This design comes from an exercise in tuning for small area and a short achievable clock period on the open sky130 flow, not from production work. In this exercise RTL edits were held to simulation tests only and were not proved equivalent to the original. Power and IR drop assume default switching activity.

### flow/run.sh
#!/bin/bash
# Standard ORFS flow (the standard.sh) with faster port buffers and a
# setup-repair margin, so that repair_timing works towards a shorter period
# than the design's clock. The constraints (SDC) are the design's, unchanged.
set -euo pipefail
export BUFFER_PORTS_ARGS="-buffer_cell sky130_fd_sc_hd__buf_4"
export SETUP_SLACK_MARGIN=17.5
export MATCH_CELL_FOOTPRINT=0
bash standard.sh > standard.log 2>&1
### standard.sh
#!/bin/bash
# synth_recipe.tcl (not shown) runs the flow's synth.tcl, then flattens the netlist and writes it again
# the make line also repeats each setting of config.mk as NAME=value (left out here)
make -C /OpenROAD-flow-scripts/flow DESIGN_CONFIG=/design/flow/config.mk WORK_HOME=/design/flow/orfs CLKGATE_MAP_FILE= SYNTH_SCRIPT=/design/flow/synth_recipe.tcl "${@:-finish}"
### config.mk
export PLATFORM = sky130hd
export DESIGN_NAME = CPU
export DESIGN_NICKNAME = CPU
export VERILOG_FILES = /design/flow/design.v
export SDC_FILE = /design/flow/constraint.sdc
export NUM_CORES = 4
export LEC_CHECK = 0
export ABC_AREA = 1
export CAP_MARGIN = 20
export CORE_MARGIN = 2
export CORE_UTILIZATION = 65
export CTS_BUF_LIST = sky130_fd_sc_hd__clkbuf_8
export SLEW_MARGIN = 20
### constraint.sdc
create_clock -name core_clock -period 28.0 [get_ports {clk}]
set_input_delay 5.6000 -clock core_clock [delete_from_list [all_inputs] [get_ports {clk}]]
set_output_delay 5.6000 -clock core_clock [all_outputs]
set_load 0.01 [all_outputs]
### design.v
module CPU_div4 #(parameter W = 2) (
    input  [15:0] rin,
    input  [1:0]  abits,
    input  [15:0] b,
    input  [17:0] b3,
    output [1:0]  q,
    output [15:0] rout
);
    wire [W-1:0] x;
    generate
        if (W == 2) begin : g2
            assign x = abits;
        end else begin : gn
            assign x = {rin[W-3:0], abits};
        end
    endgenerate
    wire bz1, bz2;
    generate
        if (W < 16) begin : gb
            assign bz1 = ~|b[15:W];
        end else begin : gb16
            assign bz1 = 1'b1;
        end
    endgenerate
    assign bz2 = ~|b[15:W-1];
    wire bz3 = b <= ((1 << W) - 1) / 3;
    wire [W:0] d1 = {1'b0, x} - {1'b0, b[W-1:0]};
    wire [W:0] d2 = {1'b0, x} - {1'b0, b[W-2:0], 1'b0};
    wire [W:0] d3 = {1'b0, x} - {1'b0, b3[W-1:0]};
    wire ge1 = bz1 & ~d1[W];
    wire ge2 = bz2 & ~d2[W];
    wire ge3 = bz3 & ~d3[W];
    assign q = {ge2, ge3 | (ge1 & ~ge2)};
    generate
        if (W < 16) begin : gz
            assign rout[15:W] = {(16-W){1'b0}};
        end
    endgenerate
    assign rout[W-1:0] = ({W{~ge1}} & x) | ({W{ge1 & ~ge2}} & d1[W-1:0])
                       | ({W{ge2 & ~ge3}} & d2[W-1:0]) | ({W{ge3}} & d3[W-1:0]);
endmodule
module CPU_mul16lo (
    input  [15:0] a,
    input  [15:0] b,
    output [15:0] p
);
    wire s1 = (a[0] & b[2]) ^ (a[1] & b[1]) ^ (a[2] & b[0]);
    wire c1 = ((a[0] & b[2]) & (a[1] & b[1])) | ((a[0] & b[2]) & (a[2] & b[0])) | ((a[1] & b[1]) & (a[2] & b[0]));
    wire s2 = (a[0] & b[3]) ^ (a[1] & b[2]) ^ (a[2] & b[1]);
    wire c2 = ((a[0] & b[3]) & (a[1] & b[2])) | ((a[0] & b[3]) & (a[2] & b[1])) | ((a[1] & b[2]) & (a[2] & b[1]));
    wire s3 = (a[0] & b[4]) ^ (a[1] & b[3]) ^ (a[2] & b[2]);
    wire c3 = ((a[0] & b[4]) & (a[1] & b[3])) | ((a[0] & b[4]) & (a[2] & b[2])) | ((a[1] & b[3]) & (a[2] & b[2]));
    wire s4 = (a[0] & b[5]) ^ (a[1] & b[4]) ^ (a[2] & b[3]);
    wire c4 = ((a[0] & b[5]) & (a[1] & b[4])) | ((a[0] & b[5]) & (a[2] & b[3])) | ((a[1] & b[4]) & (a[2] & b[3]));
    wire s5 = (a[3] & b[2]) ^ (a[4] & b[1]) ^ (a[5] & b[0]);
    wire c5 = ((a[3] & b[2]) & (a[4] & b[1])) | ((a[3] & b[2]) & (a[5] & b[0])) | ((a[4] & b[1]) & (a[5] & b[0]));
    wire s6 = (a[0] & b[6]) ^ (a[1] & b[5]) ^ (a[2] & b[4]);
    wire c6 = ((a[0] & b[6]) & (a[1] & b[5])) | ((a[0] & b[6]) & (a[2] & b[4])) | ((a[1] & b[5]) & (a[2] & b[4]));
    wire s7 = (a[3] & b[3]) ^ (a[4] & b[2]) ^ (a[5] & b[1]);
    wire c7 = ((a[3] & b[3]) & (a[4] & b[2])) | ((a[3] & b[3]) & (a[5] & b[1])) | ((a[4] & b[2]) & (a[5] & b[1]));
    wire s8 = (a[0] & b[7]) ^ (a[1] & b[6]) ^ (a[2] & b[5]);
    wire c8 = ((a[0] & b[7]) & (a[1] & b[6])) | ((a[0] & b[7]) & (a[2] & b[5])) | ((a[1] & b[6]) & (a[2] & b[5]));
    wire s9 = (a[3] & b[4]) ^ (a[4] & b[3]) ^ (a[5] & b[2]);
    wire c9 = ((a[3] & b[4]) & (a[4] & b[3])) | ((a[3] & b[4]) & (a[5] & b[2])) | ((a[4] & b[3]) & (a[5] & b[2]));
    wire s10 = (a[0] & b[8]) ^ (a[1] & b[7]) ^ (a[2] & b[6]);
    wire c10 = ((a[0] & b[8]) & (a[1] & b[7])) | ((a[0] & b[8]) & (a[2] & b[6])) | ((a[1] & b[7]) & (a[2] & b[6]));
    wire s11 = (a[3] & b[5]) ^ (a[4] & b[4]) ^ (a[5] & b[3]);
    wire c11 = ((a[3] & b[5]) & (a[4] & b[4])) | ((a[3] & b[5]) & (a[5] & b[3])) | ((a[4] & b[4]) & (a[5] & b[3]));
    wire s12 = (a[6] & b[2]) ^ (a[7] & b[1]) ^ (a[8] & b[0]);
    wire c12 = ((a[6] & b[2]) & (a[7] & b[1])) | ((a[6] & b[2]) & (a[8] & b[0])) | ((a[7] & b[1]) & (a[8] & b[0]));
    wire s13 = (a[0] & b[9]) ^ (a[1] & b[8]) ^ (a[2] & b[7]);
    wire c13 = ((a[0] & b[9]) & (a[1] & b[8])) | ((a[0] & b[9]) & (a[2] & b[7])) | ((a[1] & b[8]) & (a[2] & b[7]));
    wire s14 = (a[3] & b[6]) ^ (a[4] & b[5]) ^ (a[5] & b[4]);
    wire c14 = ((a[3] & b[6]) & (a[4] & b[5])) | ((a[3] & b[6]) & (a[5] & b[4])) | ((a[4] & b[5]) & (a[5] & b[4]));
    wire s15 = (a[6] & b[3]) ^ (a[7] & b[2]) ^ (a[8] & b[1]);
    wire c15 = ((a[6] & b[3]) & (a[7] & b[2])) | ((a[6] & b[3]) & (a[8] & b[1])) | ((a[7] & b[2]) & (a[8] & b[1]));
    wire s16 = (a[0] & b[10]) ^ (a[1] & b[9]) ^ (a[2] & b[8]);
    wire c16 = ((a[0] & b[10]) & (a[1] & b[9])) | ((a[0] & b[10]) & (a[2] & b[8])) | ((a[1] & b[9]) & (a[2] & b[8]));
    wire s17 = (a[3] & b[7]) ^ (a[4] & b[6]) ^ (a[5] & b[5]);
    wire c17 = ((a[3] & b[7]) & (a[4] & b[6])) | ((a[3] & b[7]) & (a[5] & b[5])) | ((a[4] & b[6]) & (a[5] & b[5]));
    wire s18 = (a[6] & b[4]) ^ (a[7] & b[3]) ^ (a[8] & b[2]);
    wire c18 = ((a[6] & b[4]) & (a[7] & b[3])) | ((a[6] & b[4]) & (a[8] & b[2])) | ((a[7] & b[3]) & (a[8] & b[2]));
    wire s19 = (a[0] & b[11]) ^ (a[1] & b[10]) ^ (a[2] & b[9]);
    wire c19 = ((a[0] & b[11]) & (a[1] & b[10])) | ((a[0] & b[11]) & (a[2] & b[9])) | ((a[1] & b[10]) & (a[2] & b[9]));
    wire s20 = (a[3] & b[8]) ^ (a[4] & b[7]) ^ (a[5] & b[6]);
    wire c20 = ((a[3] & b[8]) & (a[4] & b[7])) | ((a[3] & b[8]) & (a[5] & b[6])) | ((a[4] & b[7]) & (a[5] & b[6]));
    wire s21 = (a[6] & b[5]) ^ (a[7] & b[4]) ^ (a[8] & b[3]);
    wire c21 = ((a[6] & b[5]) & (a[7] & b[4])) | ((a[6] & b[5]) & (a[8] & b[3])) | ((a[7] & b[4]) & (a[8] & b[3]));
    wire s22 = (a[9] & b[2]) ^ (a[10] & b[1]) ^ (a[11] & b[0]);
    wire c22 = ((a[9] & b[2]) & (a[10] & b[1])) | ((a[9] & b[2]) & (a[11] & b[0])) | ((a[10] & b[1]) & (a[11] & b[0]));
    wire s23 = (a[0] & b[12]) ^ (a[1] & b[11]) ^ (a[2] & b[10]);
    wire c23 = ((a[0] & b[12]) & (a[1] & b[11])) | ((a[0] & b[12]) & (a[2] & b[10])) | ((a[1] & b[11]) & (a[2] & b[10]));
    wire s24 = (a[3] & b[9]) ^ (a[4] & b[8]) ^ (a[5] & b[7]);
    wire c24 = ((a[3] & b[9]) & (a[4] & b[8])) | ((a[3] & b[9]) & (a[5] & b[7])) | ((a[4] & b[8]) & (a[5] & b[7]));
    wire s25 = (a[6] & b[6]) ^ (a[7] & b[5]) ^ (a[8] & b[4]);
    wire c25 = ((a[6] & b[6]) & (a[7] & b[5])) | ((a[6] & b[6]) & (a[8] & b[4])) | ((a[7] & b[5]) & (a[8] & b[4]));
    wire s26 = (a[9] & b[3]) ^ (a[10] & b[2]) ^ (a[11] & b[1]);
    wire c26 = ((a[9] & b[3]) & (a[10] & b[2])) | ((a[9] & b[3]) & (a[11] & b[1])) | ((a[10] & b[2]) & (a[11] & b[1]));
    wire s27 = (a[0] & b[13]) ^ (a[1] & b[12]) ^ (a[2] & b[11]);
    wire c27 = ((a[0] & b[13]) & (a[1] & b[12])) | ((a[0] & b[13]) & (a[2] & b[11])) | ((a[1] & b[12]) & (a[2] & b[11]));
    wire s28 = (a[3] & b[10]) ^ (a[4] & b[9]) ^ (a[5] & b[8]);
    wire c28 = ((a[3] & b[10]) & (a[4] & b[9])) | ((a[3] & b[10]) & (a[5] & b[8])) | ((a[4] & b[9]) & (a[5] & b[8]));
    wire s29 = (a[6] & b[7]) ^ (a[7] & b[6]) ^ (a[8] & b[5]);
    wire c29 = ((a[6] & b[7]) & (a[7] & b[6])) | ((a[6] & b[7]) & (a[8] & b[5])) | ((a[7] & b[6]) & (a[8] & b[5]));
    wire s30 = (a[9] & b[4]) ^ (a[10] & b[3]) ^ (a[11] & b[2]);
    wire c30 = ((a[9] & b[4]) & (a[10] & b[3])) | ((a[9] & b[4]) & (a[11] & b[2])) | ((a[10] & b[3]) & (a[11] & b[2]));
    wire s31 = (a[0] & b[14]) ^ (a[1] & b[13]) ^ (a[2] & b[12]);
    wire c31 = ((a[0] & b[14]) & (a[1] & b[13])) | ((a[0] & b[14]) & (a[2] & b[12])) | ((a[1] & b[13]) & (a[2] & b[12]));
    wire s32 = (a[3] & b[11]) ^ (a[4] & b[10]) ^ (a[5] & b[9]);
    wire c32 = ((a[3] & b[11]) & (a[4] & b[10])) | ((a[3] & b[11]) & (a[5] & b[9])) | ((a[4] & b[10]) & (a[5] & b[9]));
    wire s33 = (a[6] & b[8]) ^ (a[7] & b[7]) ^ (a[8] & b[6]);
    wire c33 = ((a[6] & b[8]) & (a[7] & b[7])) | ((a[6] & b[8]) & (a[8] & b[6])) | ((a[7] & b[7]) & (a[8] & b[6]));
    wire s34 = (a[9] & b[5]) ^ (a[10] & b[4]) ^ (a[11] & b[3]);
    wire c34 = ((a[9] & b[5]) & (a[10] & b[4])) | ((a[9] & b[5]) & (a[11] & b[3])) | ((a[10] & b[4]) & (a[11] & b[3]));
    wire s35 = (a[12] & b[2]) ^ (a[13] & b[1]) ^ (a[14] & b[0]);
    wire c35 = ((a[12] & b[2]) & (a[13] & b[1])) | ((a[12] & b[2]) & (a[14] & b[0])) | ((a[13] & b[1]) & (a[14] & b[0]));
    wire s36 = (a[0] & b[15]) ^ (a[1] & b[14]) ^ (a[2] & b[13]);
    wire c36 = ((a[0] & b[15]) & (a[1] & b[14])) | ((a[0] & b[15]) & (a[2] & b[13])) | ((a[1] & b[14]) & (a[2] & b[13]));
    wire s37 = (a[3] & b[12]) ^ (a[4] & b[11]) ^ (a[5] & b[10]);
    wire c37 = ((a[3] & b[12]) & (a[4] & b[11])) | ((a[3] & b[12]) & (a[5] & b[10])) | ((a[4] & b[11]) & (a[5] & b[10]));
    wire s38 = (a[6] & b[9]) ^ (a[7] & b[8]) ^ (a[8] & b[7]);
    wire c38 = ((a[6] & b[9]) & (a[7] & b[8])) | ((a[6] & b[9]) & (a[8] & b[7])) | ((a[7] & b[8]) & (a[8] & b[7]));
    wire s39 = (a[9] & b[6]) ^ (a[10] & b[5]) ^ (a[11] & b[4]);
    wire c39 = ((a[9] & b[6]) & (a[10] & b[5])) | ((a[9] & b[6]) & (a[11] & b[4])) | ((a[10] & b[5]) & (a[11] & b[4]));
    wire s40 = (a[12] & b[3]) ^ (a[13] & b[2]) ^ (a[14] & b[1]);
    wire c40 = ((a[12] & b[3]) & (a[13] & b[2])) | ((a[12] & b[3]) & (a[14] & b[1])) | ((a[13] & b[2]) & (a[14] & b[1]));
    wire s41 = c1 ^ s2 ^ (a[3] & b[0]);
    wire c41 = (c1 & s2) | (c1 & (a[3] & b[0])) | (s2 & (a[3] & b[0]));
    wire s42 = c2 ^ s3 ^ (a[3] & b[1]);
    wire c42 = (c2 & s3) | (c2 & (a[3] & b[1])) | (s3 & (a[3] & b[1]));
    wire s43 = c3 ^ s4 ^ s5;
    wire c43 = (c3 & s4) | (c3 & s5) | (s4 & s5);
    wire s44 = c4 ^ c5 ^ s6;
    wire c44 = (c4 & c5) | (c4 & s6) | (c5 & s6);
    wire s45 = c6 ^ c7 ^ s8;
    wire c45 = (c6 & c7) | (c6 & s8) | (c7 & s8);
    wire s46 = s9 ^ (a[6] & b[1]) ^ (a[7] & b[0]);
    wire c46 = (s9 & (a[6] & b[1])) | (s9 & (a[7] & b[0])) | ((a[6] & b[1]) & (a[7] & b[0]));
    wire s47 = c8 ^ c9 ^ s10;
    wire c47 = (c8 & c9) | (c8 & s10) | (c9 & s10);
    wire s48 = c10 ^ c11 ^ c12;
    wire c48 = (c10 & c11) | (c10 & c12) | (c11 & c12);
    wire s49 = s13 ^ s14 ^ s15;
    wire c49 = (s13 & s14) | (s13 & s15) | (s14 & s15);
    wire s50 = c13 ^ c14 ^ c15;
    wire c50 = (c13 & c14) | (c13 & c15) | (c14 & c15);
    wire s51 = s16 ^ s17 ^ s18;
    wire c51 = (s16 & s17) | (s16 & s18) | (s17 & s18);
    wire s52 = c16 ^ c17 ^ c18;
    wire c52 = (c16 & c17) | (c16 & c18) | (c17 & c18);
    wire s53 = s19 ^ s20 ^ s21;
    wire c53 = (s19 & s20) | (s19 & s21) | (s20 & s21);
    wire s54 = c19 ^ c20 ^ c21;
    wire c54 = (c19 & c20) | (c19 & c21) | (c20 & c21);
    wire s55 = c22 ^ s23 ^ s24;
    wire c55 = (c22 & s23) | (c22 & s24) | (s23 & s24);
    wire s56 = s25 ^ s26 ^ (a[12] & b[0]);
    wire c56 = (s25 & s26) | (s25 & (a[12] & b[0])) | (s26 & (a[12] & b[0]));
    wire s57 = c23 ^ c24 ^ c25;
    wire c57 = (c23 & c24) | (c23 & c25) | (c24 & c25);
    wire s58 = c26 ^ s27 ^ s28;
    wire c58 = (c26 & s27) | (c26 & s28) | (s27 & s28);
    wire s59 = s29 ^ s30 ^ (a[12] & b[1]);
    wire c59 = (s29 & s30) | (s29 & (a[12] & b[1])) | (s30 & (a[12] & b[1]));
    wire s60 = c27 ^ c28 ^ c29;
    wire c60 = (c27 & c28) | (c27 & c29) | (c28 & c29);
    wire s61 = c30 ^ s31 ^ s32;
    wire c61 = (c30 & s31) | (c30 & s32) | (s31 & s32);
    wire s62 = s33 ^ s34 ^ s35;
    wire c62 = (s33 & s34) | (s33 & s35) | (s34 & s35);
    wire s63 = c31 ^ c32 ^ c33;
    wire c63 = (c31 & c32) | (c31 & c33) | (c32 & c33);
    wire s64 = c34 ^ c35 ^ s36;
    wire c64 = (c34 & c35) | (c34 & s36) | (c35 & s36);
    wire s65 = s37 ^ s38 ^ s39;
    wire c65 = (s37 & s38) | (s37 & s39) | (s38 & s39);
    wire s66 = c41 ^ s42 ^ (a[4] & b[0]);
    wire c66 = (c41 & s42) | (c41 & (a[4] & b[0])) | (s42 & (a[4] & b[0]));
    wire s67 = c43 ^ s44 ^ s7;
    wire c67 = (c43 & s44) | (c43 & s7) | (s44 & s7);
    wire s68 = c44 ^ s45 ^ s46;
    wire c68 = (c44 & s45) | (c44 & s46) | (s45 & s46);
    wire s69 = c45 ^ c46 ^ s47;
    wire c69 = (c45 & c46) | (c45 & s47) | (c46 & s47);
    wire s70 = c47 ^ s48 ^ s49;
    wire c70 = (c47 & s48) | (c47 & s49) | (s48 & s49);
    wire s71 = c48 ^ c49 ^ s50;
    wire c71 = (c48 & c49) | (c48 & s50) | (c49 & s50);
    wire s72 = s51 ^ (a[9] & b[1]) ^ (a[10] & b[0]);
    wire c72 = (s51 & (a[9] & b[1])) | (s51 & (a[10] & b[0])) | ((a[9] & b[1]) & (a[10] & b[0]));
    wire s73 = c50 ^ c51 ^ s52;
    wire c73 = (c50 & c51) | (c50 & s52) | (c51 & s52);
    wire s74 = c52 ^ c53 ^ s54;
    wire c74 = (c52 & c53) | (c52 & s54) | (c53 & s54);
    wire s75 = c54 ^ c55 ^ c56;
    wire c75 = (c54 & c55) | (c54 & c56) | (c55 & c56);
    wire s76 = s57 ^ s58 ^ s59;
    wire c76 = (s57 & s58) | (s57 & s59) | (s58 & s59);
    wire s77 = c57 ^ c58 ^ c59;
    wire c77 = (c57 & c58) | (c57 & c59) | (c58 & c59);
    wire s78 = s60 ^ s61 ^ s62;
    wire c78 = (s60 & s61) | (s60 & s62) | (s61 & s62);
    wire s79 = c60 ^ c61 ^ c62;
    wire c79 = (c60 & c61) | (c60 & c62) | (c61 & c62);
    wire s80 = s63 ^ s64 ^ s65;
    wire c80 = (s63 & s64) | (s63 & s65) | (s64 & s65);
    wire s81 = c66 ^ c42 ^ s43;
    wire c81 = (c66 & c42) | (c66 & s43) | (c42 & s43);
    wire s82 = c68 ^ s69 ^ s11;
    wire c82 = (c68 & s69) | (c68 & s11) | (s69 & s11);
    wire s83 = c69 ^ s70 ^ (a[9] & b[0]);
    wire c83 = (c69 & s70) | (c69 & (a[9] & b[0])) | (s70 & (a[9] & b[0]));
    wire s84 = c70 ^ s71 ^ s72;
    wire c84 = (c70 & s71) | (c70 & s72) | (s71 & s72);
    wire s85 = c71 ^ c72 ^ s73;
    wire c85 = (c71 & c72) | (c71 & s73) | (c72 & s73);
    wire s86 = c73 ^ s74 ^ s55;
    wire c86 = (c73 & s74) | (c73 & s55) | (s74 & s55);
    wire s87 = c74 ^ s75 ^ s76;
    wire c87 = (c74 & s75) | (c74 & s76) | (s75 & s76);
    wire s88 = c75 ^ c76 ^ s77;
    wire c88 = (c75 & c76) | (c75 & s77) | (c76 & s77);
    wire s89 = c77 ^ c78 ^ s79;
    wire c89 = (c77 & c78) | (c77 & s79) | (c78 & s79);
    wire s90 = s80 ^ s40 ^ (a[15] & b[0]);
    wire c90 = (s80 & s40) | (s80 & (a[15] & b[0])) | (s40 & (a[15] & b[0]));
    wire s91 = c81 ^ s67 ^ (a[6] & b[0]);
    wire c91 = (c81 & s67) | (c81 & (a[6] & b[0])) | (s67 & (a[6] & b[0]));
    wire s92 = c84 ^ s85 ^ s53;
    wire c92 = (c84 & s85) | (c84 & s53) | (s85 & s53);
    wire s93 = c85 ^ s86 ^ s56;
    wire c93 = (c85 & s86) | (c85 & s56) | (s86 & s56);
    wire s94 = c86 ^ s87 ^ (a[13] & b[0]);
    wire c94 = (c86 & s87) | (c86 & (a[13] & b[0])) | (s87 & (a[13] & b[0]));
    wire s95 = c87 ^ s88 ^ s78;
    wire c95 = (c87 & s88) | (c87 & s78) | (s88 & s78);
    wire s96 = c88 ^ s89 ^ s90;
    wire c96 = (c88 & s89) | (c88 & s90) | (s89 & s90);
    wire s97 = c91 ^ c67 ^ s68;
    wire c97 = (c91 & c67) | (c91 & s68) | (c67 & s68);
    wire s98 = c97 ^ s82 ^ s12;
    wire c98 = (c97 & s82) | (c97 & s12) | (s82 & s12);
    wire s99 = c98 ^ c82 ^ s83;
    wire c99 = (c98 & c82) | (c98 & s83) | (c82 & s83);
    wire s100 = c99 ^ c83 ^ s84;
    wire c100 = (c99 & c83) | (c99 & s84) | (c83 & s84);
    wire s101 = c100 ^ s92 ^ s22;
    wire c101 = (c100 & s92) | (c100 & s22) | (s92 & s22);
    wire s102 = c101 ^ c92 ^ s93;
    wire c102 = (c101 & c92) | (c101 & s93) | (c92 & s93);
    wire s103 = c102 ^ c93 ^ s94;
    wire c103 = (c102 & c93) | (c102 & s94) | (c93 & s94);
    wire s104 = c103 ^ c94 ^ s95;
    wire c104 = (c103 & c94) | (c103 & s95) | (c94 & s95);
    wire s105 = c104 ^ c95 ^ s96;
    wire c105 = (c104 & c95) | (c104 & s96) | (c95 & s96);
    wire [15:0] r0 = {s105, s104, s103, s102, s101, s100, s99, s98, s97, s91, s81, s66, s41, s1, (a[0] & b[1]), (a[0] & b[0])};
    wire [15:0] r1 = {1'b0, 1'b0, 1'b0, 1'b0, 1'b0, 1'b0, 1'b0, 1'b0, 1'b0, 1'b0, 1'b0, 1'b0, 1'b0, 1'b0, (a[1] & b[0]), 1'b0};
    assign p = r0 + r1;
endmodule
module CPU (
    input clk,
    input reset,
    input [18:0] instruction,
    input [15:0] data_in,
    output reg [15:0] data_out,
    output [15:0] address,
    output reg mem_read,
    output reg mem_write
);
    localparam N1 = 2;
    localparam N2 = 6;
    localparam K1 = 2 * N1;
    localparam K2 = 2 * N2;
    reg [15:0] registers [0:15];
    wire [3:0] opcode = instruction[18:15];
    wire [3:0] rs = instruction[14:11];
    wire [3:0] rt = instruction[10:7];
    wire [3:0] rd = instruction[6:3];
    wire [11:0] addr = instruction[14:3];
    wire op_load  = opcode == 4'b1010;
    wire op_store = opcode == 4'b1011;
    wire op_call  = opcode == 4'b1111;
    wire [15:0] ra = registers[rs];
    wire [15:0] rb = registers[rt];
    wire [17:0] rb3 = {2'b0, rb} + {1'b0, rb, 1'b0};
    wire [15:0] rem1 [0:N1];
    wire [K1-1:0] q1;
    assign rem1[0] = 16'b0;
    genvar j;
    generate
        for (j = 1; j <= N1; j = j + 1) begin : s1
            CPU_div4 #(.W(2*j)) st (.rin(rem1[j-1]), .abits(ra[17-2*j:16-2*j]), .b(rb), .b3(rb3),
                .q(q1[K1-2*j+1:K1-2*j]), .rout(rem1[j]));
        end
    endgenerate
    reg [15:0] A2, B2;
    reg [K1-1:0] r2, q2;
    reg [3:0] op2;
    wire [17:0] B3_2 = {2'b0, B2} + {1'b0, B2, 1'b0};
    wire [15:0] rem2 [N1:N2];
    wire [K2-K1-1:0] qm;
    assign rem2[N1] = {{(16-K1){1'b0}}, r2};
    generate
        for (j = N1 + 1; j <= N2; j = j + 1) begin : s2
            CPU_div4 #(.W(2*j)) st (.rin(rem2[j-1]), .abits(A2[17-2*j:16-2*j]), .b(B2), .b3(B3_2),
                .q(qm[K2-2*j+1:K2-2*j]), .rout(rem2[j]));
        end
    endgenerate
    wire is_add = op2 == 4'd0;
    wire is_sub = op2 == 4'd1;
    wire is_mul = op2 == 4'd2;
    wire is_div = op2 == 4'd3;
    wire is_inc = op2 == 4'd4;
    wire is_dec = op2 == 4'd5;
    wire is_and = op2 == 4'd6;
    wire is_or  = op2 == 4'd7;
    wire is_xor = op2 == 4'd8;
    wire is_not = op2 == 4'd9;
    wire [15:0] addend = is_sub ? ~B2 : is_inc ? 16'h0000 : is_dec ? 16'hFFFF : B2;
    wire [15:0] sum = A2 + addend + {15'b0, is_sub | is_inc};
    wire [15:0] prod;
    CPU_mul16lo mul (.a(A2), .b(B2), .p(prod));
    wire [15:0] res2 =
          ({16{is_add | is_sub | is_inc | is_dec}} & sum)
        | ({16{is_mul}} & prod)
        | ({16{is_div}} & {q2, qm, A2[15-K2:0]})
        | ({16{is_and}} & (A2 & B2))
        | ({16{is_or}}  & (A2 | B2))
        | ({16{is_xor}} & (A2 ^ B2))
        | ({16{is_not}} & ~A2);
    reg [15:0] qa3, b3;
    reg [17:0] b3x3;
    reg [K2-1:0] r3;
    reg div3;
    reg sel3;            
    reg [15:0] addr_hold;
    reg ex_zero;         
    wire [15:0] rem3 [N2:8];
    wire [15-K2:0] ql;
    assign rem3[N2] = {{(16-K2){1'b0}}, r3};
    generate
        for (j = N2 + 1; j <= 8; j = j + 1) begin : s3
            CPU_div4 #(.W(2*j)) st (.rin(rem3[j-1]), .abits(qa3[17-2*j:16-2*j]), .b(b3), .b3(b3x3),
                .q(ql[17-2*j:16-2*j]), .rout(rem3[j]));
        end
    endgenerate
    wire [15:0] ex_res = div3 ? {qa3[15:16-K2], ql} : qa3;
    assign address = sel3 ? ex_res : addr_hold;
    reg [3:0] EXdst, WBdst;
    reg [15:0] WBres;
    reg [15:0] PC;
    wire [15:0] pc_inc = PC + 16'd1;
    always @(posedge clk or posedge reset) begin
        if (reset) begin
            op2 <= 4'b1010;
            EXdst <= 4'b0;
            WBdst <= 4'b0;
            WBres <= 16'b0;
            PC <= 16'b0;
        end else begin
            op2 <= opcode;
            EXdst <= rd;
            WBdst <= EXdst;
            WBres <= ex_zero ? 16'b0 : ex_res;
            case (opcode)
                4'b1100, 4'b1111: PC <= {4'b0, addr};
                4'b1101: if (ra == rb) PC <= {4'b0, addr};
                4'b1110: if (ra != rb) PC <= {4'b0, addr};
                default: PC <= pc_inc;
            endcase
        end
    end
    always @(posedge clk or posedge reset) begin
        if (reset)
            ex_zero <= 1'b1;
        else
            ex_zero <= 1'b0;
    end
    always @(posedge clk) begin
        A2 <= ra;
        B2 <= rb;
        r2 <= rem1[N1][K1-1:0];
        q2 <= q1;
        qa3 <= res2;
        b3 <= B2;
        b3x3 <= B3_2;
        r3 <= rem2[N2][K2-1:0];
        div3 <= is_div;
        sel3 <= ~reset & (op_load | op_store);
        addr_hold <= address;
    end
    always @(posedge clk) begin
        if (!reset) begin
            if (op_load) begin
                mem_read <= 1'b1;
            end else if (op_store) begin
                mem_write <= 1'b1;
                data_out <= rb;
            end else begin
                mem_read <= 1'b0;
                mem_write <= 1'b0;
            end
            if (op_call)
                registers[15] <= pc_inc;
            if (!op_store)
                registers[WBdst] <= WBres;
        end
    end
endmodule
==> results list, run 1 <==
- Via-per-instance ratio: 5.957
* Hold Crit Depth: 0
- Summed over all nets, the switching power comes to 1.295 mW.
- For the final routed database, the setup TNS stands at 0 ps.
- Nature of the critical path startpoint: flop
- Async set or reset register ratio after synthesis: 0.1032
* Instance count after placement with tap cells included: 4864
* FF-to-FF path depth: 48
- The first TritonRoute pass finished after 6 iterations.
* Worst Min Path Start: EXdst[3]
- The worst path needs 10350 ps of the cycle, external delays included.
* Switch share: 0.4382
* Total global routing track utilization: 0.3845
* Most used cells in the layout excluding fill and tap cells: sky130_fd_sc_hd__nand2_1, sky130_fd_sc_hd__inv_1, sky130_fd_sc_hd__nand3_1
* Result of the run: no timing/DRC/antenna violations
- The total count of max-transition violations in the final report came to 0.
- For this design, the CTS-stage hold fixing added 0 buffers.
- Global routing finished with a remaining overflow of 0.
- Reg power frac: 0.277
* Min-Delay Path Class: flop to flop
* Share of cells above drive strength 1: 0.07973
* Count of flip-flops with a built-in enable after synthesis: 274
- For this configuration, the core starts out at a cell density of 0.6576.
- Number of endpoints failing setup at the final stage: 0
- Buffer depth of the longest clock path: 3
* Worst EP arrival: 4750 ps
- Slowest stage delay, CP: 370 ps
- Placeable core area: 51410 sq um
- F_max: 0.09661 GHz
- The first routing iteration left 3243 violations.
* Share of the cycle needed by the critical path after routing: 0.3697
* Source-to-sink clock delay at the later pin of the worst-skew pair: 670 ps
- Synthesis handed over a netlist of 4244 instances.
- Unrepaired setup endpoints after global routing: false
- Filler-free cell count of the finished design: 5035
* Pre-CTS setup slack: 16820 ps
- Count of synthesis-stage warnings from yosys: 1
- The die covers 53850 sq um.
- STA classifies the critical path endpoint as an output pin.
* Post-Syn Nets: 4693
- The H-tree was split into 3 levels.
* Cell Rows: 83
* Final Net Count: 4740
- The cell sitting at the root of the clock tree is a sky130_fd_sc_hd__clkbuf_8.
- After legalization and detailed placement, the total HPWL measured 71.16 mm.
* Worst Path Class, Setup: flop to output pin
- Routability-driven placement finished with a final weighted congestion of 0.9576.
- Number of sinks driven by the clock tree: 436
- The count of buffers added on input and output ports is 51.
- The worst register-to-register path ends at r3[0].
* Min Hold Slack: 352.3 ps
- Main synth FF type: sky130_fd_sc_hd__edfxtp_1
* Clock tree from TritonCTS: done
- Most used cell along the critical path: sky130_fd_sc_hd__nand2_1
- Combinational share of power: 0.531
- The via count of the first global-routing pass is 27780.
* Antenna violations before repair: 1
- Among all stages on the critical path, the largest delay is contributed by sky130_fd_sc_hd__fa_2.
* Critical register-to-register path startpoint: B2[0]
- Final Hold Fails: 0
* Most common library cell in the layout ignoring fill and taps: sky130_fd_sc_hd__nand2_1
* Netlist cell types: 49
- For this run, design rule violations remaining after detail routing come to 0.
- For the pin with the worst max-slew slack, the measured transition is 1108 ps.
- Synthesized cell area: 33800 sq um
- The first global-routing pass estimated 156.7 mm of wire.
* Ports placed on the boundary: 71
- Proportion of synthesized chip area in sequential cells: 0.3461
- In this run, CTS created clock tree buffers numbering 76.
- Core utilization of the finished layout: 0.7148
- Routed length per instance: 20.55 microns
- Setup slack on the critical path of the routed design comes to 17650 ps.
* Clock network fraction of total power: 0.192
* Total vias in the final route: 29990
- Measured against its own limit, the worst slew margin works out to 0.2615.
- Synthesized area per cell: 7.965 sq um
- Total routed wirelength: 103.5 mm
* Endpoint of the worst hold-timing path: WBdst[3]
* Count of state elements after synthesis: 436
- The die is 232.1 microns wide.
- Worst endpoint required time: 22400 ps
- Clock edge transition at the registers on the reported setup and hold paths: 60 ps
* Leakage power of the design: 17.19 nW
- Relative to the synthesized area, the layout overhead comes to 8.690%.
* Cell internal pwr: 1.660 mW
- Measured along the y axis, the die boundary spans 232.1 microns.
- CP max FO: 8
- In this run the power density over the cells is 80.41 nW/um^2.
* Pin count of the biggest net entering global routing: 155
- Maximum clock skew at final layout: 58.89 ps
* Highest ir drop seen on vdd: 0.08198 mV
- Once detail routing completed, the nets flagged for antenna violations numbered 0.
- R2r setup slk: 18220 ps
- Max-cap violations in this run came to 0.
[cells in the mapped netlist (2+ instances only)]
cell	instances	share of area
sky130_fd_sc_hd__nor2_1	247	0.027
sky130_fd_sc_hd__xnor2_1	59	0.015
sky130_fd_sc_hd__nand2_2	2	0.00037
sky130_fd_sc_hd__nor3_1	26	0.0038
sky130_fd_sc_hd__o21ai_1	2	0.00030
sky130_fd_sc_hd__o31ai_1	11	0.0024
sky130_fd_sc_hd__nand2_1	879	0.098
sky130_fd_sc_hd__dfrtp_1	42	0.031
sky130_fd_sc_hd__nor3b_1	3	0.00067
sky130_fd_sc_hd__nand4_1	33	0.0061
sky130_fd_sc_hd__a31oi_1	13	0.0024
sky130_fd_sc_hd__nor4_1	5	0.00093
sky130_fd_sc_hd__buf_4	15	0.0033
sky130_fd_sc_hd__fa_1	115	0.068
sky130_fd_sc_hd__clkinv_1	4	0.00044
sky130_fd_sc_hd__nand3_1	354	0.052
sky130_fd_sc_hd__buf_1	10	0.0011
sky130_fd_sc_hd__ha_1	297	0.11
sky130_fd_sc_hd__or2_2	33	0.0061
sky130_fd_sc_hd__o211ai_1	157	0.035
sky130_fd_sc_hd__buf_2	54	0.0080
sky130_fd_sc_hd__dfxtp_1	117	0.069
sky130_fd_sc_hd__a21boi_0	3	0.00067
sky130_fd_sc_hd__a211oi_1	5	0.0011
sky130_fd_sc_hd__inv_1	632	0.070
sky130_fd_sc_hd__o21ai_0	263	0.039
sky130_fd_sc_hd__o21bai_1	10	0.0022
sky130_fd_sc_hd__xor2_1	88	0.023
sky130_fd_sc_hd__nor2_2	2	0.00037
sky130_fd_sc_hd__nand3b_1	18	0.0040
sky130_fd_sc_hd__o221ai_1	9	0.0023
sky130_fd_sc_hd__o22ai_1	26	0.0048
sky130_fd_sc_hd__a21oi_1	316	0.047
sky130_fd_sc_hd__o2111ai_1	9	0.0023
sky130_fd_sc_hd__dfstp_2	3	0.0023
sky130_fd_sc_hd__edfxtp_1	274	0.24
sky130_fd_sc_hd__a221oi_1	10	0.0026
sky130_fd_sc_hd__clkbuf_1	78	0.0087
sky130_fd_sc_hd__a21o_1	10	0.0022
[stage by stage]
stage	instance area (sq um)	total power, mW
6_report	36740	2.955
5_1_grt	36740	3.185
4_1_cts	36370	2.895
3_5_place_dp	34750	2.317
3_3_place_gp	34750	2.291
2_1_floorplan	33800	1.947
[cell families (layout without fill, tap and decap cells)]
logic type	count (synthesis)	after routing	synth area share
AND/OR/NAND/NOR	1607	1607	0.2009
AO/OA/AOI/OAI	848	848	0.1450
buffers and inverters	793	901	0.09172
flip-flops	436	436	0.3461
adder cells (fa/ha/maj)	412	412	0.1780
XOR/XNOR	147	147	0.03809
other	1	4	0.0001109
[critical path: cells and delay by family (launching register included)]
kind,cells,cell delay (ps)
adder cells (fa/ha/maj),3,820
AO/OA/AOI/OAI,6,750
flip-flops,1,340
buffers and inverters,5,600
AND/OR/NAND/NOR,16,1590
[repair_timing]
action,4_1_cts,5_1_grt
setup buffers,11,18
pin swaps,5,21
gates resized for setup,28,66
setup endpoints to repair,13,20
[per-layer routing]
layer | share of wire | vias up | GRT usage | routed length, microns
li1 | - | 14340 | - | -
met1 | 0.39 | 13880 | 0.4936 | 40510
met2 | 0.46 | 1437 | 0.6312 | 47640
met3 | 0.098 | 330 | 0.07662 | 10140
met4 | 0.050 | 4 | 0.1707 | 5159
met5 | 0.00025 | - | 0 | 26
[registers in the layout, indices dropped and copies added (netlist names), 4 cells and up]
signal / count
A2: 16
PC: 16
WBres: 16
r3: 12
b3: 15
op2: 4
b3x3: 16
r2: 4
q2: 4
data_out: 16
WBdst: 4
EXdst: 4
registers: 256
qa3: 16
B2: 16
addr_hold: 16
[layout make-up]
class | count | area, sq um
flip-flops and latches | 436 | 11710
multi-input cells | 3015 | 19320
clock buffers | 83 | 1142
repair buffers | 126 | 987.2
diodes | 3 | 7.507
clock inverters | 56 | 316.6
inverters | 636 | 2411
well taps | 680 | 850.8
fillers | 4291 | 14660
[power groups by stage]
| stage | Clock, mW | Sequential (mW) | Combinational, mW |
|---|---|---|---|
| 3_3_place_gp | 0 | 0.830 | 1.46 |
| 4_1_cts | 0.570 | 0.818 | 1.51 |
| 6_report | 0.567 | 0.820 | 1.57 |
| 3_5_place_dp | 0 | 0.831 | 1.49 |
| 5_1_grt | 0.597 | 0.826 | 1.76 |
| 2_1_floorplan | 0 | 0.805 | 1.14 |
[worst max-delay path by stage]
stage          cells after the start            from          to
4_1_cts                           31          qa3[2]  address[0]
6_report                          30          qa3[2]  address[0]
2_1_floorplan                     30         b3x3[0]  address[0]
3_3_place_gp                      25  instruction[7]       r2[0]
5_1_grt                           31          qa3[2]  address[0]
3_5_place_dp                      24  instruction[7]       r2[2]
==> inputs of run 2 (changes only) <==
--- a/flow/run.sh
+++ b/flow/run.sh
@@ -4,6 +4,6 @@
 # than the design's clock. The constraints (SDC) are the design's, unchanged.
 set -euo pipefail
 export BUFFER_PORTS_ARGS="-buffer_cell sky130_fd_sc_hd__buf_4"
-export SETUP_SLACK_MARGIN=17.5
+export SETUP_SLACK_MARGIN=19
 export MATCH_CELL_FOOTPRINT=0
 bash standard.sh > standard.log 2>&1
==> results list, run 2 <==
- Result of the run: no timing/DRC/antenna violations (unchanged)
- The initial antenna violation count was 0 (was 1).
* Proportion of synthesized chip area in sequential cells: 0.3461 (unchanged)
* Endpoint of the worst-slack reg-to-reg timing path: r3[5] (was r3[0])
- Number of instances in the synthesized netlist: 4244 (unchanged)
* Antenna Nets Post-Route: 0 (unchanged)
- The cell accounting for the most synthesized area is sky130_fd_sc_hd__edfxtp_1 (unchanged).
- The required arrival time at the worst endpoint came to 22400 ps (about the same).
- The number of storage elements in the synthesis netlist came to 436 (unchanged).
* Number of endpoints failing setup at the final stage: 0 (unchanged)
* Total routed wirelength: 107.2 mm (was 103.5 mm)
* Buffer depth of the longest clock path: 3 (unchanged)
* Final weighted congestion of routability-driven global placement: 0.9687 (was 0.9576)
- The count of H-tree levels built during CTS was 3 (unchanged).
- Number of inserted filler cells in the final layout: 4087 (was 4291)
- CP max-delay cell: sky130_fd_sc_hd__fa_2 (unchanged)
* Critical register-to-register path startpoint: B2[9] (was B2[0])
- Max-Cap Viols: 0 (unchanged)
- Final total negative setup slack: 0 ps (unchanged)
* Min-Delay Path Class: flop to flop (unchanged)
- Source-to-sink clock delay at the later pin of the worst-skew pair: 680 ps (was 670 ps)
* Synth top area cells: sky130_fd_sc_hd__edfxtp_1, sky130_fd_sc_hd__ha_1, sky130_fd_sc_hd__nand2_1, sky130_fd_sc_hd__inv_1, sky130_fd_sc_hd__dfxtp_1 (unchanged)
- Main synth FF type: sky130_fd_sc_hd__edfxtp_1 (unchanged)
- Most used cells in the layout excluding fill and tap cells: sky130_fd_sc_hd__nand2_1, sky130_fd_sc_hd__inv_1, sky130_fd_sc_hd__nand3_1 (unchanged).
- Routed length per instance: 21.05 microns (was 20.55 microns)
- The first-pass detailed-route iteration total came to 6 (unchanged).
* Number of input and output port buffers inserted: 51 (unchanged)
* Type of element capturing the critical path: output pin (unchanged)
- The final critical-path share of the clock period came to 0.3608 (was 0.3697).
- The proportion of total power due to net switching is 0.4412 (was 0.4382).
- Die outline height: 232.1 microns (unchanged)
- # DRC: 0 (unchanged)
- The met1 global-route usage came to 0.5061 (was 0.4936).
- Largest register by flop count: registers (unchanged)
- Reg power frac: 0.270 (was 0.277)
- The data arrival time of the critical path was 4500 ps (was 4750 ps).
- Top cells by instance count after synthesis: sky130_fd_sc_hd__nand2_1, sky130_fd_sc_hd__inv_1, sky130_fd_sc_hd__nand3_1 (unchanged)
- The via count of the first global-routing pass came to 28920 (was 27780).
- Root Buffer Master: sky130_fd_sc_hd__clkbuf_8 (unchanged)
- The unique cell type count in the Yosys netlist came to 49 (unchanged).
- Pin count of the biggest net entering global routing: 98 (was 155)
- The cell row count came to 83 (unchanged).
- Nature of the critical path startpoint: flop (unchanged)
- Power Dens Cells: 80.20 nW/um^2 (was 80.41 nW/um^2)
- The startpoint-to-endpoint class of the critical path is flop to output pin (unchanged).
- The largest voltage drop on the vdd net was 0.1144 mV (was 0.08198 mV).
* Clock edge transition at the registers on the reported setup and hold paths: 60 ps (about the same)
- The number of placed I/O pins came to 71 (unchanged).
* Number of DRC markers after the initial detailed-route iteration: 3282 (was 3243)
* R2r setup slk: 19230 ps (was 18220 ps)
- The area overhead of the layout relative to synthesis came to 12.50% (was 8.690%).
* Synthesized cell area: 33800 sq um (unchanged)
* First-pass GRT wire length: 160.8 mm (was 156.7 mm)
- The routed via count divided by cell count came to 6.063 (was 5.957).
- Share of cells above drive strength 1: 0.1145 (was 0.07973)
- The final total power was 3.050 mW (was 2.955 mW).
- The total congestion overflow after global routing was 0 (unchanged).
- Slowest stage delay, CP: 390 ps (was 370 ps)
- Worst-Margin Slew: 959.8 ps (was 1108 ps)
- Worst Min Path Start: EXdst[3] (unchanged)
- Area share of the largest cell type after synthesis: 0.2434 (unchanged)
- The critical-path maximum fanout came to 6 (was 8).
- Leakage power of the design: 17.60 nW (was 17.19 nW)
- The most frequent cell on the critical path is sky130_fd_sc_hd__nand2_2 (was sky130_fd_sc_hd__nand2_1).
- The clock tree from TritonCTS was done (unchanged).
- Combinational share of power: 0.543 (was 0.531)
- Count of synthesis-stage warnings from yosys: 1 (unchanged)
- Tmin final: 10100 ps (was 10350 ps)
* Maximum clock skew at final layout: 51.64 ps (was 58.89 ps)
- Grt met2 use: 0.6348 (was 0.6312)
* Count of flip-flops with a built-in enable after synthesis: 274 (unchanged)
- The most heavily used metal layer in global routing was met2 (unchanged).
- Number of sinks driven by the clock tree: 436 (unchanged)
- Unrepaired setup endpoints after global routing: true (was false)
* Final Hold Fails: 0 (unchanged)
- Total vias in the final route: 30860 (was 29990)
- Clock buffers created by TritonCTS: 75 (was 76)
- Post-Syn Nets: 4693 (unchanged)
- Final Max Tran Viols: 0 (unchanged)
- Final Net Count: 4796 (was 4740)
- Full die area: 53850 sq um (unchanged)
* DPL Wire Length: 72.01 mm (was 71.16 mm)
* Cell internal pwr: 1.704 mW (was 1.660 mW)
- The worst min-delay path endpoint is WBdst[3] (unchanged).
* Async set or reset register ratio after synthesis: 0.1032 (unchanged)
- The number of cells on the worst hold path came to 0 (unchanged).
- The upper clock frequency limit was 0.09898 GHz (was 0.09661 GHz).
- Slew headroom: 0.3593 (was 0.2615)
- The most frequent cell after synthesis is sky130_fd_sc_hd__nand2_1 (unchanged).
- Total global routing track utilization: 0.3938 (was 0.3845)
- Starting density of the core: 0.6576 (unchanged)
* Placeable core area: 51410 sq um (unchanged)
- The flip-flop count of the largest register after layout was 256 (unchanged).
- Reported net switching power: 1.346 mW (was 1.295 mW)
- Clock network fraction of total power: 0.187 (was 0.192)
* Multi-input gate area in the final layout: 19840 sq um (was 19320 sq um)
* Met3 track demand over resource: 0.07466 (was 0.07662)
- The area occupied by registers came to 11720 sq um (was 11710 sq um).
- The worst-case reg-to-reg path depth was 44 (was 48).
* Synthesized area per cell: 7.965 sq um (unchanged)
- Most common library cell in the layout ignoring fill and taps: sky130_fd_sc_hd__nand2_1 (unchanged)
- Die Wd: 232.1 microns (unchanged)
run 2: worst max-delay path by stage:
stage | start | to | slack (ps) | depth (start not counted)
6_report | qa3[2] | address[0] | 17900 | 30
3_5_place_dp | instruction[7] | r2[3] | 16790 | 25
2_1_floorplan | qa3[2] | address[0] | 19000 | 30
5_1_grt | qa3[2] | address[0] | 17690 | 31
4_1_cts | qa3[2] | address[0] | 17880 | 31
3_3_place_gp | instruction[7] | r2[0] | 16820 | 25
run 2: per-stage QoR:
stage | worst slack (ps) | utilization | std cells | area [sq um] | hold slack (ps)
after CTS | 17880 | 0.7239 | 5051 | 37210 | 351.4
after global routing | 17690 | 0.7398 | 5089 | 38030 | 361.2
final | 17900 | 0.7398 | 5090 | 38030 | 344.6
after global placement | 16820 | 0.6769 | 4869 | 34800 | 333.8
after detailed placement | 16790 | 0.6769 | 4869 | 34800 | 337.2
after floorplan | 19000 | - | 4244 | 33860 | 331.2
run 2: layer usage:
metal | wire (microns) | part of all wire | vias up
met5 | 0 | 0 | -
met1 | 40900 | 0.38 | 14310
li1 | - | - | 14460
met3 | 11410 | 0.11 | 392
met4 | 6044 | 0.056 | 0
met2 | 48790 | 0.46 | 1699
run 2: cells by family after synthesis:
| group | count (synthesis) | synth area share |
|---|---|---|
| and+or+nand+nor | 1607 | 0.2009 |
| buffers and inverters | 793 | 0.09172 |
| adders and majority gates | 412 | 0.1780 |
| other | 1 | 0.0001109 |
| DFF | 436 | 0.3461 |
| AOI/OAI and AO/OA | 848 | 0.1450 |
| xor gates and xnor gates | 147 | 0.03809 |
run 2: worst max-delay path, delay by kind of cell (launching register included):
kind            cells  cell delay [ps]
compound gates      5              630
fa+ha+maj           3              770
buf+inv             5              450
flops               1              360
simple gates       17             1600
run 2: power by group through the flow:
stage | clock (mW) | sequential [mW] | combinational, mW
4_1_cts | 0.574 | 0.821 | 1.57
5_1_grt | 0.600 | 0.828 | 1.86
2_1_floorplan | 0 | 0.805 | 1.15
6_report | 0.569 | 0.823 | 1.66
3_3_place_gp | 0 | 0.831 | 1.47
3_5_place_dp | 0 | 0.832 | 1.50
run 2: area by class of cell:
class,instances,share of cell area
Timing Repair inverter,1,0.0002303
Inverter,636,0.06475
Antenna cell,1,0.00006580
Tap cell,680,0.02237
Timing Repair Buffer,181,0.04451
Clock buffer,77,0.02787
Sequential cell,436,0.3081
Clock inverter,62,0.01050
Multi-Input combinational cell,3016,0.5216
run 2: repair_timing:
action	4_1_cts	5_1_grt
hold buffers	0	0
endpoints found under the setup margin	36	38
resized for setup	132	116
setup buffers	36	37
cloned	7	1
pin swaps	29	37
==> inputs of run 3 (changes only) <==
--- a/flow/run.sh
+++ b/flow/run.sh
@@ -4,6 +4,6 @@
 # than the design's clock. The constraints (SDC) are the design's, unchanged.
 set -euo pipefail
 export BUFFER_PORTS_ARGS="-buffer_cell sky130_fd_sc_hd__buf_4"
-export SETUP_SLACK_MARGIN=19
+export SETUP_SLACK_MARGIN=18
 export MATCH_CELL_FOOTPRINT=0
 bash standard.sh > standard.log 2>&1
--- a/config.mk
+++ b/config.mk
@@ -8,6 +8,6 @@
 export ABC_AREA = 1
 export CAP_MARGIN = 20
 export CORE_MARGIN = 2
-export CORE_UTILIZATION = 65
+export CORE_UTILIZATION = 70
 export CTS_BUF_LIST = sky130_fd_sc_hd__clkbuf_8
 export SLEW_MARGIN = 20
==> results list, run 3 <==
* Area share of the largest cell type after synthesis: 0.2434 (unchanged)
* Instance count after placement with tap cells included: 4808 (was 4869)
* Starting density of the core: 0.7080 (was 0.6576)
* Endpoint of the worst hold-timing path: WBdst[2] (was WBdst[3])
- Most used cells in the layout excluding fill and tap cells: sky130_fd_sc_hd__nand2_1, sky130_fd_sc_hd__inv_1, sky130_fd_sc_hd__nand3_1 (unchanged).
* Buffer depth of the longest clock path: 3 (unchanged)
* Die Wd: 223.8 microns (was 232.1 microns)
* Synth top area cells: sky130_fd_sc_hd__edfxtp_1, sky130_fd_sc_hd__ha_1, sky130_fd_sc_hd__nand2_1, sky130_fd_sc_hd__inv_1, sky130_fd_sc_hd__dfxtp_1 (unchanged)
* Worst Min Path Start: EXdst[2] (was EXdst[3])
- Async set or reset register ratio after synthesis: 0.1032 (unchanged)
* Proportion of synthesized chip area in sequential cells: 0.3461 (unchanged)
- The worst-margin pin slew was 1074 ps (was 959.8 ps).
* Count of synthesis-stage warnings from yosys: 1 (unchanged)
- The number of cells on the worst hold path was 0 (unchanged).
- The share of synthesized cell area in full adder, half adder and majority cells was 0.1780 (unchanged).
- FF-to-FF path depth: 48 (was 44)
* Ports placed on the boundary: 71 (unchanged)
- The post-synth design cell area was 33800 sq um (unchanged).
- The internal reg-to-reg setup slack was 18390 ps (was 19230 ps).
- The capturing element type of the critical path is an output pin (unchanged).
* Total global routing track utilization: 0.4148 (was 0.3938)
- The clock input transition at the sequential cells of the worst setup and hold paths was 60 ps (about the same).
- Hold Buf Count CTS: 0 (unchanged)
* Final weighted congestion of routability-driven global placement: 0.9882 (was 0.9687)
- The first-iteration detailed-routing DRC count is 3626 (was 3282).
- Min-Delay Path Class: flop to flop (unchanged)
- Source-to-sink clock delay at the later pin of the worst-skew pair: 670 ps (was 680 ps)
- The number of setup violations in the final report came to 0 (unchanged).
- The filler cell count in the final layout was 3523 (was 4087).
- Slowest stage delay, CP: 360 ps (was 390 ps)
- The worst hold margin is 342.0 ps (was 344.6 ps).
- The via count of the first global-routing pass was 29350 (was 28920).
- Main synth FF type: sky130_fd_sc_hd__edfxtp_1 (unchanged)
- Complex-gate fraction of the synthesized area: 0.1450 (unchanged)
* # DRC: 0 (unchanged)
* Remaining global-route overflow: 0 (unchanged)
- The cell accounting for the most synthesized area is sky130_fd_sc_hd__edfxtp_1 (unchanged).
* Post-route total power: 2.988 mW (was 3.050 mW)
* Synthesized area per cell: 7.965 sq um (unchanged)
* Worst EP arrival: 4730 ps (was 4500 ps)
* Total vias in the final route: 30870 (was 30860)
- Antenna violations before repair: 3 (was 0)
- The number of diodes was 0 (was 1).
- Share of cells above drive strength 1: 0.08891 (was 0.1145)
- Final total negative setup slack: 0 ps (unchanged)
- The area of all placed cells without fillers came to 37010 sq um (was 38030 sq um).
- The library cell contributing the largest single delay on the critical path is sky130_fd_sc_hd__dfxtp_4 (was sky130_fd_sc_hd__fa_2).
- Mux cell area share after synthesis: 0 (unchanged)
* Combinational family with the most area after synthesis: simple AND/OR/NAND/NOR gates (unchanged)
- The startpoint-to-endpoint class of the critical path is flop to output pin (unchanged).
- Setup slack after layout: 17670 ps (was 17900 ps)
- The core utilization of the finished layout came to 0.7752 (was 0.7398).
* Filler-free cell count of the finished design: 4990 (was 5090)
- The cell row count was 80 (was 83).
- Total routed wirelength: 104.5 mm (was 107.2 mm)
- The first-pass detailed-route iteration total was 8 (was 6).
- Final Max Tran Viols: 0 (unchanged)
- The upper clock frequency limit was 0.09677 GHz (was 0.09898 GHz).
* Root Buffer Master: sky130_fd_sc_hd__clkbuf_8 (unchanged)
- The post-detailed-route count of antenna-violating nets came to 0 (unchanged).
- Slew headroom: 0.2838 (was 0.3593)
- Via-per-instance ratio: 6.187 (was 6.063)
* Top cells by instance count after synthesis: sky130_fd_sc_hd__nand2_1, sky130_fd_sc_hd__inv_1, sky130_fd_sc_hd__nand3_1 (unchanged)
- The final critical-path share of the clock period is 0.3691 (was 0.3608).
- The post-place setup slack is 16730 ps (was 16790 ps).
- The full die area is 50070 sq um (was 53850 sq um).
- Clock tree from TritonCTS: done (unchanged)
- The area share of xor/xnor cells in the synthesized design was 0.03809 (unchanged).
- Number of input and output port buffers inserted: 51 (unchanged)
* Max-Cap Viols: 0 (unchanged)
- Result of the run: no timing/DRC/antenna violations (unchanged)
* Final Net Count: 4765 (was 4796)
- Pin count of the biggest net entering global routing: 167 (was 98)
* Largest register by flop count: registers (unchanged)
* Tmin final: 10330 ps (was 10100 ps)
- The HPWL after detailed placement is 71.01 mm (was 72.01 mm).
- Number of instances in the synthesized netlist: 4244 (unchanged)
- The flip-flop count of the largest register after layout is 256 (unchanged).
- Die outline height: 223.8 microns (was 232.1 microns)
- The number of storage elements in the synthesis netlist came to 436 (unchanged).
- Most frequent cell after synthesis: sky130_fd_sc_hd__nand2_1 (unchanged)
- Final Hold Fails: 0 (unchanged)
- The startpoint of the lowest-slack register-to-register path was B2[0] (was B2[9]).
- Highest ir drop seen on vdd: 0.08392 mV (was 0.1144 mV)
- Count of flip-flops with a built-in enable after synthesis: 274 (unchanged)
- Simple-gate area share of the yosys netlist: 0.2009 (unchanged)
* First-pass GRT wire length: 158.9 mm (was 160.8 mm)
* Endpoint of the worst-slack reg-to-reg timing path: r3[0] (was r3[5])
* H-Tree Level Count: 3 (unchanged)
- The area overhead of the layout relative to synthesis is 9.490% (was 12.50%).
- The sink count of the clock tree came to 436 (unchanged).
- The clock skew after layout came to 49.45 ps (was 51.64 ps).
* Nature of the critical path startpoint: flop (unchanged)
- The TritonCTS buffer count came to 74 (was 75).
- Unrepaired setup endpoints after global routing: true (unchanged).
- The standby leakage power came to 17.33 nW (was 17.60 nW).
- The most frequent cell on the critical path was sky130_fd_sc_hd__nand2_2 (unchanged).
- The most frequent standard cell in the layout excluding fill and tap cells was sky130_fd_sc_hd__nand2_1 (unchanged).
- Power Dens Cells: 80.73 nW/um^2 (was 80.20 nW/um^2)
- The area of the placeable core came to 47750 sq um (was 51410 sq um).
- The required arrival time at the worst endpoint was 22400 ps (about the same).
* CP max FO: 5 (was 6)
* Routed length per instance: 20.94 microns (was 21.05 microns)
- Post-Syn Nets: 4693 (unchanged)
- The placement-stage cell area is 34710 sq um (was 34800 sq um).
* Netlist cell types: 49 (unchanged)
-- run 3: area by class of cell --
| cell class | count | area, sq um | area share |
|---|---|---|---|
| clock buffers | 82 | 1129 | 0.03049 |
| clock inverters | 53 | 334.1 | 0.009026 |
| inverters | 636 | 2417 | 0.06531 |
| multi-input cells | 3015 | 19380 | 0.5237 |
| flip-flops and latches | 436 | 11710 | 0.3163 |
| well taps | 615 | 769.5 | 0.02079 |
| repair buffers | 153 | 1272 | 0.03438 |
-- run 3: what timing repair did --
item                       4_1_cts  5_1_grt
gates cloned                     1        0
buffers inserted                24       21
setup endpoints to repair       21       21
gates resized for setup         61       66
pin swaps                       25       34
-- run 3: power breakdown --
| part | internal (mW) | leakage, nW | switching, mW | total, mW |
|---|---|---|---|---|
| combinational | 0.623 | 12.4 | 0.984 | 1.61 |
| clock | 0.293 | 0.823 | 0.275 | 0.568 |
| sequential | 0.756 | 4.08 | 0.0575 | 0.814 |
| total | 1.67 | 17.3 | 1.32 | 2.99 |
-- run 3: worst max-delay path: cells and delay by family, from the launching register on --
family	cells	cell delay (ps)
buf+inv	6	660
compound gates	4	610
simple gates	18	1670
flops	1	360
fa+ha+maj	3	750
-- run 3: worst max path at each step --
| stage | startpoint | endpoint | slack, ps |
|---|---|---|---|
| 6_report | qa3[2] | address[0] | 17670 |
| 5_1_grt | qa3[2] | address[0] | 17430 |
| 4_1_cts | qa3[2] | address[1] | 17680 |
| 3_5_place_dp | instruction[7] | r2[0] | 16730 |
| 3_3_place_gp | instruction[7] | r2[2] | 16870 |
| 2_1_floorplan | b3x3[0] | address[0] | 18510 |
-- run 3: kinds of logic (layout without fill, tap and decap cells) --
kind of cell | Yosys count | after routing
simple gates | 1607 | 1607
compound gates | 848 | 848
other cells | 1 | 1
flops | 436 | 436
xor+xnor | 147 | 147
fa+ha+maj | 412 | 412
buf+inv | 793 | 924
-- run 3: metal layers --
metal / global-route usage / up-vias / wire [microns]
met2: 0.6622 / 1795 / 47150
met5: 0.01075 / - / 89
met3: 0.07949 / 441 / 11370
met1: 0.5286 / 14260 / 39140
met4: 0.2437 / 6 / 6752
li1: - / 14370 / -
==> inputs of run 4 (changes only) <==
--- a/config.mk
+++ b/config.mk
@@ -8,6 +8,6 @@
 export ABC_AREA = 1
 export CAP_MARGIN = 20
 export CORE_MARGIN = 2
-export CORE_UTILIZATION = 70
+export CORE_UTILIZATION = 65
 export CTS_BUF_LIST = sky130_fd_sc_hd__clkbuf_8
 export SLEW_MARGIN = 20
==> results list, run 4 <==
- Tmin final: 10150 ps (was 10330 ps)
- The gate count after technology mapping is 4244 (unchanged).
- Area growth, synth to finish: 9.249% (was 9.490%)
- Post-Syn Nets: 4693 (unchanged)
- Final Max Tran Viols: 0 (unchanged)
* Number of input and output port buffers inserted: 51 (unchanged)
- The via count of the first global-routing pass came to 27810 (was 29350).
- Final weighted congestion of routability-driven global placement: 0.9576 (was 0.9882)
- The number of max-cap violations is 0 (unchanged).
* Buffer depth of the longest clock path: 3 (unchanged)
- F_max: 0.09856 GHz (was 0.09677 GHz)
* Most used cells in the layout excluding fill and tap cells: sky130_fd_sc_hd__nand2_1, sky130_fd_sc_hd__inv_1, sky130_fd_sc_hd__nand3_1 (unchanged)
- The filler cell count in the final layout came to 4257 (was 3523).
* Slew headroom: 0.2515 (was 0.2838)
* Most frequent cell after synthesis: sky130_fd_sc_hd__nand2_1 (unchanged)
- The layout cell share with drive strength beyond 1 was 0.08656 (was 0.08891).
- Count of flip-flops with a built-in enable after synthesis: 274 (unchanged)
- Most common library cell in the layout ignoring fill and taps: sky130_fd_sc_hd__nand2_1 (unchanged)
- The height of the die was 232.1 microns (was 223.8 microns).
* Worst endpoint required time: 22400 ps (about the same)
* Largest register by flop count: registers (unchanged)
- Synth top area cells: sky130_fd_sc_hd__edfxtp_1, sky130_fd_sc_hd__ha_1, sky130_fd_sc_hd__nand2_1, sky130_fd_sc_hd__inv_1, sky130_fd_sc_hd__dfxtp_1 (unchanged)
- The first-pass detailed-route iteration total came to 8 (unchanged).
- Result of the run: no timing/DRC/antenna violations (unchanged)
- Routed length per instance: 20.55 microns (was 20.94 microns)
- Final total negative setup slack: 0 ps (unchanged)
- The startpoint-to-endpoint class of the critical path is flop to output pin (unchanged).
- The clock insertion delay at the later pin of the skew report is 670 ps (about the same).
- The sink count of the clock tree was 436 (unchanged).
- Total routed wirelength: 103.8 mm (was 104.5 mm)
- The chip width came to 232.1 microns (was 223.8 microns).
- The cell row count is 83 (was 80).
- Slowest stage delay, CP: 360 ps (about the same)
- Final Hold Fails: 0 (unchanged)
- The total congestion overflow after global routing is 0 (unchanged).
- The standby leakage power is 17.28 nW (was 17.33 nW).
- The post-detailed-route count of antenna-violating nets came to 0 (unchanged).
* Met3 track demand over resource: 0.07699 (was 0.07949)
- The cell accounting for the most synthesized area is sky130_fd_sc_hd__edfxtp_1 (unchanged).
- Nature of the critical path startpoint: flop (unchanged)
- Clock buffers created by TritonCTS: 76 (was 74)
- Layer carrying the most global-route usage: met2 (unchanged)
- Async set or reset register ratio after synthesis: 0.1032 (unchanged)
- Count of state elements after synthesis: 436 (unchanged)
- Unrepaired setup endpoints after global routing: true (unchanged).
* Top cells by instance count after synthesis: sky130_fd_sc_hd__nand2_1, sky130_fd_sc_hd__inv_1, sky130_fd_sc_hd__nand3_1 (unchanged)
* Maximum clock skew at final layout: 56.11 ps (was 49.45 ps)
* Hold Buf Count CTS: 0 (unchanged)
- Proportion of synthesized chip area in sequential cells: 0.3461 (unchanged)
- The post-synth design cell area was 33800 sq um (unchanged).
* Main synth FF type: sky130_fd_sc_hd__edfxtp_1 (unchanged)
- Setup slack after layout: 17850 ps (was 17670 ps)
- Filler-free cell count of the finished design: 5049 (was 4990)
- Clock tree from TritonCTS: done (unchanged)
- The starting utilization of the core area was 0.6576 (was 0.7080).
* Root Buffer Master: sky130_fd_sc_hd__clkbuf_8 (unchanged)
- DPL Wire Length: 71.16 mm (was 71.01 mm)
* Most used cell along the critical path: sky130_fd_sc_hd__nand2_2 (unchanged)
* Number of endpoints failing setup at the final stage: 0 (unchanged)
* Post-route total power: 2.957 mW (was 2.988 mW)
- The library cell contributing the largest single delay on the critical path was sky130_fd_sc_hd__dfxtp_4 (unchanged).
* Highest ir drop seen on vdd: 0.08060 mV (was 0.08392 mV)
- Count of synthesis-stage warnings from yosys: 1 (unchanged)
- Ports placed on the boundary: 71 (unchanged)
- The critical-path maximum fanout is 8 (was 5).
* Worst-Margin Slew: 1121 ps (was 1074 ps)
- The DRC violation count after routing is 0 (unchanged).
- The worst hold margin is 353.7 ps (was 342.0 ps).
- The capturing element type of the critical path is an output pin (unchanged).
- The total vias in the final route came to 30070 (was 30870).
- H-Tree Level Count: 3 (unchanged)
- The unique cell type count in the Yosys netlist came to 49 (unchanged).
- Number of DRC markers after the initial detailed-route iteration: 3363 (was 3626)
- Grt met2 use: 0.6315 (was 0.6622)
- The type of the tightest min-delay check was flop to flop (unchanged).
* Instance count after placement with tap cells included: 4864 (was 4808)
- The area of the placeable core was 51410 sq um (was 47750 sq um).
- The routed via count divided by cell count is 5.956 (was 6.187).
- Area share of the largest cell type after synthesis: 0.2434 (unchanged)
- The met1 global-route usage is 0.4946 (was 0.5286).
- The global-route wire length before repair was 157.0 mm (was 158.9 mm).
- Pin count of the biggest net entering global routing: 155 (was 167)
- Clock edge transition at the registers on the reported setup and hold paths: 60 ps (about the same)
* Worst EP arrival: 4550 ps (was 4730 ps)
- The post-place setup slack was 16820 ps (was 16730 ps).
- The flip-flop count of the largest register after layout was 256 (unchanged).
* Full die area: 53850 sq um (was 50070 sq um)
- Total global routing track utilization: 0.3854 (was 0.4148)
- The power per cell area was 80.07 nW/um^2 (was 80.73 nW/um^2).
* Final Net Count: 4755 (was 4765)
- Share of the cycle needed by the critical path after routing: 0.3624 (was 0.3691)
- The average instance area after synthesis was 7.965 sq um (unchanged).
- The initial antenna violation count is 1 (was 3).
## run 4: cell count changes in the layout (fill, tap and decap cells not counted), moves of 3 or more
cell and change:
sky130_fd_sc_hd__clkinvlp_4 -3, sky130_fd_sc_hd__nor2_4 +3, sky130_fd_sc_hd__nand3_2 +6, sky130_fd_sc_hd__inv_1 +4
sky130_fd_sc_hd__nand3_1 -5, sky130_fd_sc_hd__nor2_2 -4, sky130_fd_sc_hd__buf_16 -3, sky130_fd_sc_hd__buf_4 -9
## run 4: final timing paths
check / from / to / slack, ps / cells past startpoint
worst min-delay path: EXdst[0] / WBdst[0] / 350 / 0
max in group asynchronous: reset / WBres[7] / 22350 / 2
worst max register to register: B2[0] / r3[0] / 18570 / 50
min in group asynchronous: reset / PC[15] / 5130 / 2
worst min register to register: EXdst[0] / WBdst[0] / 350 / 0
worst max-delay path: qa3[2] / address[0] / 17850 / 30
## run 4: critical path: cells and delay by family, from the launching register on
kind	cells	cell delay, ps
AOI/OAI and AO/OA	6	800
adders and majority gates	3	770
buffers and inverters	6	690
DFF	1	360
and+or+nand+nor	15	1260
## run 4: power by group
part           leakage (nW)  internal (mW)  switching (mW)  total (mW)
clock network         0.867          0.295           0.272       0.566
logic                  12.3          0.612           0.958        1.57
registers              4.08          0.756          0.0640       0.820
## run 4: repair_timing
item	in CTS	in global routing
endpoints found under the setup margin	21	22
pin swaps	18	23
buffers inserted	19	25
gates resized for setup	63	63
## run 4: cell families (layout without fill, tap and decap cells)
kind of cell | after synthesis | count (layout) | synth area share
xor+xnor | 147 | 147 | 0.03809
simple gates | 1607 | 1607 | 0.2009
other cells | 1 | 3 | 0.0001109
compound gates | 848 | 848 | 0.1450
buf+inv | 793 | 916 | 0.09172
fa+ha+maj | 412 | 412 | 0.1780
flops | 436 | 436 | 0.3461
## run 4: cell type report
type / instances / area (sq um) / area share
antenna: 2 / 5.005 / 0.0001355
clock buffer: 83 / 1142 / 0.03093
clock inverter: 56 / 316.6 / 0.008571
inverter: 636 / 2424 / 0.06562
multi-input combinational: 3015 / 19350 / 0.5240
sequential: 436 / 11710 / 0.3171
tap: 680 / 850.8 / 0.02304
timing repair buffer: 141 / 1130 / 0.03059
## run 4: layer usage
metal	wire length [microns]	up-vias	part of all wire
met2	47500	1487	0.46
met1	39820	13890	0.38
met4	5308	0	0.051
met3	11120	334	0.11
li1	-	14360	-
met5	0	-	0
## run 4: per-stage QoR
step                cell area (sq um)    util
floorplan                       33800       -
global placement                34750  0.6759
detailed placement              34750  0.6759
CTS                             36550  0.7110
global route                    36930  0.7183
finish                          36930  0.7184

==> re-timing with driven ports <==
How much do the figures lean on ideal ports? The routed layouts below were timed once more, with nothing changed but the port constraints.
Step 1 sets driving cells, clkbuf_16 on the clock port and buf_2 on the other inputs (assumed; they add their load-dependent delay and slew).
Step 2, shift: input delay + t, output delay - t, t = (earliest + latest rising clock arrival at the registers) / 2. This alone moves slack from input paths to output paths.
a / b / c = ideal / step 1 / step 2; a / b = the first two.
run	t (ns)	setup WS [ns]	worst setup path at the end	worst slew at a driven data input, ns
run 1	0.709	17.649 / 17.584 / 17.116	input to register	0.04
run 2	0.718	17.897 / 17.837 / 18.489	input to register	0.20
run 3	0.703	17.666 / 17.612 / 17.530	input to register	0.08
run 4	0.702	17.854 / 17.790 / 17.593	input to register	0.06
After both steps every run listed still meets setup and hold. For run 1, which loses most, drivers alone change the setup slack by -0.065 ns; drivers and shift together by -0.533 ns.
